Background: an optimization exercise with open tools, aiming at small area. Do not read the settings as production practice.
Only simulation tests tie the RTL to the original design; equivalence was not proved.
The clock input has no modelled driver; a real chip could not lean on it and would need a root buffer or a full tree.
Power is estimated from default activity; no workload was simulated.

Setup of v28:
// adc_ctrl
module adc_ctrl (
    input                   clk,
    input                   rstn,
    input                   adc_ce,
    output  logic   [11:0]  adc_data0,
    output  logic   [11:0]  adc_data1,
    output  logic           adc_val,
    output          [17:0]  flt_data0,
    output          [17:0]  flt_data1,
    output  logic           flt_val,
    output                  adc_sclk,
    output                  adc_css,
    output                  adc_dout,
    input                   adc_din
);
==> flow/config.mk <==
export PLATFORM = sky130hd
export DESIGN_NAME = adc_ctrl
export DESIGN_NICKNAME = adc_ctrl
export VERILOG_FILES = /design/flow/design.v
export SDC_FILE = /design/flow/constraint.sdc
export NUM_CORES = 4
export LEC_CHECK = 0
export CAP_MARGIN = 0
export CORE_MARGIN = 2
export CORE_UTILIZATION = 75
export SLEW_MARGIN = 0
==> flow/constraint.sdc <==
create_clock -name core_clock -period 20.0 [get_ports {clk}]
set_input_delay 4.0000 -clock core_clock [delete_from_list [all_inputs] [get_ports {clk}]]
set_output_delay 4.0000 -clock core_clock [all_outputs]
set_load 0.01 [all_outputs]
standard.sh (not shown) runs the stock make flow with config.mk's settings and CLKGATE_MAP_FILE= SYNTH_SCRIPT=/design/flow/synth_recipe.tcl, a recipe that flattens the netlist after the stock synthesis.
==> flow/flow/run.sh <==
#!/bin/bash
# The standard layout (standard.sh) with these changes:
#  - synthesis: ABC maps for area (flow/synth.tcl); no full/half-adder cells
#  - the smallest buffer on the ports
#  - the clock tree built by flow/cts_pre.tcl instead of TritonCTS
set -euo pipefail
cd "$(dirname "$0")/.."
bash standard.sh \
  SYNTH_SCRIPT="$PWD/flow/synth.tcl" \
  ADDER_MAP_FILE= \
  BUFFER_PORTS_ARGS="-buffer_cell sky130_fd_sc_hd__buf_1" \
  PRE_CTS_TCL="$PWD/flow/cts_pre.tcl" \
  finish > flow_make.log 2>&1
==> flow/flow/cts_pre.tcl <==
# Sourced by ORFS's cts.tcl before clock tree synthesis (PRE_CTS_TCL).
# Builds the clock tree here (flow/tree.tcl: one root buffer, five leaf
# buffers over balanced groups of sinks) in place of TritonCTS, whose H-tree
# uses nine clkbuf_8 for this design's ~100 registers.
source [file join [file dirname [info script]] tree.tcl]
my_clock_tree 5 sky130_fd_sc_hd__clkbuf_8 sky130_fd_sc_hd__clkbuf_4
rename clock_tree_synthesis my_unused_clock_tree_synthesis
proc clock_tree_synthesis {args} { puts "clock tree built by flow/cts_pre.tcl" }
set_propagated_clock [all_clocks]
==> flow/flow/synth.tcl <==
# The standard flow's synthesis script (synth_recipe.tcl), with one change: ABC maps the
# logic with an area-oriented script instead of ORFS's delay-driven one (the
# delay target ORFS derives here is 20 ps, far below the 20 ns clock).
# Registers are left as they are, so they match the standard synthesis.
proc synth {args} { yosys synth -nofsm -noshare {*}$args }
proc abc {args} {
  set keep {}
  set i 0
  while { $i < [llength $args] } {
    set a [lindex $args $i]
    if { $a in {-script -constr -D} } {
      incr i 2
      continue
    }
    lappend keep $a
    incr i
  }
  lappend keep -script "+strash;&get -n;&deepsyn -J 100;&put;dch -f;amap;strash;dch -f;amap"
  yosys abc {*}$keep
}
source $::env(SCRIPTS_DIR)/synth.tcl
# left out here: clear keep_hierarchy, flatten, clean up, hide names made inside functions, write 1_2_yosys.v
Other scripts of this flow, unchanged in this note and not shown: flow/flow/tree.tcl
Edits applied to the flow inputs when going from v28 to v35:
==> flow/flow/cts_pre.tcl <==
# Sourced by ORFS's cts.tcl before clock tree synthesis (PRE_CTS_TCL).
# Builds the clock tree here (flow/tree.tcl: one root buffer, six leaf
# buffers over balanced groups of sinks) in place of TritonCTS, whose H-tree
# uses nine clkbuf_8 for this design's ~100 registers.
source [file join [file dirname [info script]] tree.tcl]
my_clock_tree 6 sky130_fd_sc_hd__clkbuf_8 sky130_fd_sc_hd__clkbuf_4
rename clock_tree_synthesis my_unused_clock_tree_synthesis
proc clock_tree_synthesis {args} { puts "clock tree built by flow/cts_pre.tcl" }
set_propagated_clock [all_clocks]
diff --git a/flow/config.mk b/flow/config.mk
--- a/flow/config.mk
+++ b/flow/config.mk
@@ -7,5 +7,5 @@
 export LEC_CHECK = 0
-export CAP_MARGIN = 0
+export CAP_MARGIN = 20
 export CORE_MARGIN = 2
 export CORE_UTILIZATION = 75
-export SLEW_MARGIN = 0
+export SLEW_MARGIN = 20
Share of the final layout cell area in multi-input gates essentially unchanged between v35 and v28. Summary: with v28 as the reference, via count of the first global-routing pass in v35 moved up slightly. Between v35 and v28, the final cell area excluding filler cells is lower for v28. v35 reports its endpoint of the most critical setup path as slpf_u.f1[11] while v28 reports slpf_u.f0[11]. Compared with v28, v35 shows a portion of the clock cycle consumed by the worst path in the final layout that is 0.34 points lower. The run with more routed wire is v35, not v28.
#### Input delta (v19 over v35)
==> flow/flow/cts_pre.tcl <==
# Sourced by ORFS's cts.tcl before clock tree synthesis (PRE_CTS_TCL).
# Builds the clock tree here (flow/tree.tcl: one root buffer, five leaf
# buffers over balanced groups of sinks) in place of TritonCTS, whose H-tree
# uses nine clkbuf_8 for this design's ~100 registers.
source [file join [file dirname [info script]] tree.tcl]
my_clock_tree 5 sky130_fd_sc_hd__clkbuf_8 sky130_fd_sc_hd__clkbuf_4
rename clock_tree_synthesis my_unused_clock_tree_synthesis
proc clock_tree_synthesis {args} { puts "clock tree built by flow/cts_pre.tcl" }
set_propagated_clock [all_clocks]
Compared with v35, v19 is the less power-hungry design.
[compare] base=v35 new=v19: power density over the cells decreased by 0.83 nW/um2 relative to the old numbers, design area has decreased, global-route usage over all layers lower.
v19 ends up with a worst hold slack that is 5.4 ps higher than in v35.
Looking at post-route worst setup slack, v19 sits 69 ps below v35.
diff inputs: v19 => v55
diff --git a/flow/flow/synth.tcl b/flow/flow/synth.tcl
--- a/flow/flow/synth.tcl
+++ b/flow/flow/synth.tcl
@@ -17,3 +17,3 @@
   }
-  lappend keep -script "+strash;&get -n;&deepsyn -J 100;&put;dch -f;amap;strash;dch -f;amap"
+  lappend keep -script "+strash;&get -n;&deepsyn -J 100 -S 3;&put;dch -f;amap"
   yosys abc {*}$keep
Per the final summary, v55 finished and its layout is clean on timing, DRC and antenna.
v19 → v55: critical path depth rose by 1, half-perimeter wire length after placement rose by 6.7%, final critical-path required period rose by 400 ps, post-synth design cell area rose by 0.90%, met1 demand-to-capacity share in global routing rose by 0.98 points.
On wire length of the first global-routing pass, v19 beats v55.
Diff v55..v19 | fraction of layout cells with a size suffix above 1 | negligible
Sort v55 and v19 by combinational cell power asc -> top: v19
Sort v55 and v19 by core utilization desc -> top: v55
v55 vs v19: die area up in v55
In every run of this note, the design's own scripts or RTL, not TritonCTS, make the clock network.

afterwards: timing with drivers on the ports:
In the flow no input, the clock included, has a driving cell. The finished layouts below were timed again as built, in two steps.
Step 1, drivers: a clkbuf_16 drives clk and a buf_2 each remaining input, both assumed.
Step 2 adds t to the input delays and takes it off the output delays; t is the mean of the earliest and latest rising clock arrival at the registers after step 1. Input paths then give back, and output paths get back, about the clock's delay inside the block.
a / b / c = no drivers / after step 1 / after step 2; a / b = the first two.
run | t (ns) | slack for setup (ns) | worst setup path after step 2 | worst slew at a driven data input, ns | pins driven straight from the clock port
v28 | 0.447 | 12.072 / 12.072 / 11.625 | input to register | 0.03 | 1
v35 | 0.445 | 12.140 / 12.140 / 11.696 | input to register | 0.03 | 1
v19 | 0.447 | 12.072 / 12.072 / 11.625 | input to register | 0.03 | 1
v55 | 0.451 | 11.675 / 11.681 / 11.230 | input to register | 0.03 | 1
After both steps every run listed still meets setup and hold.
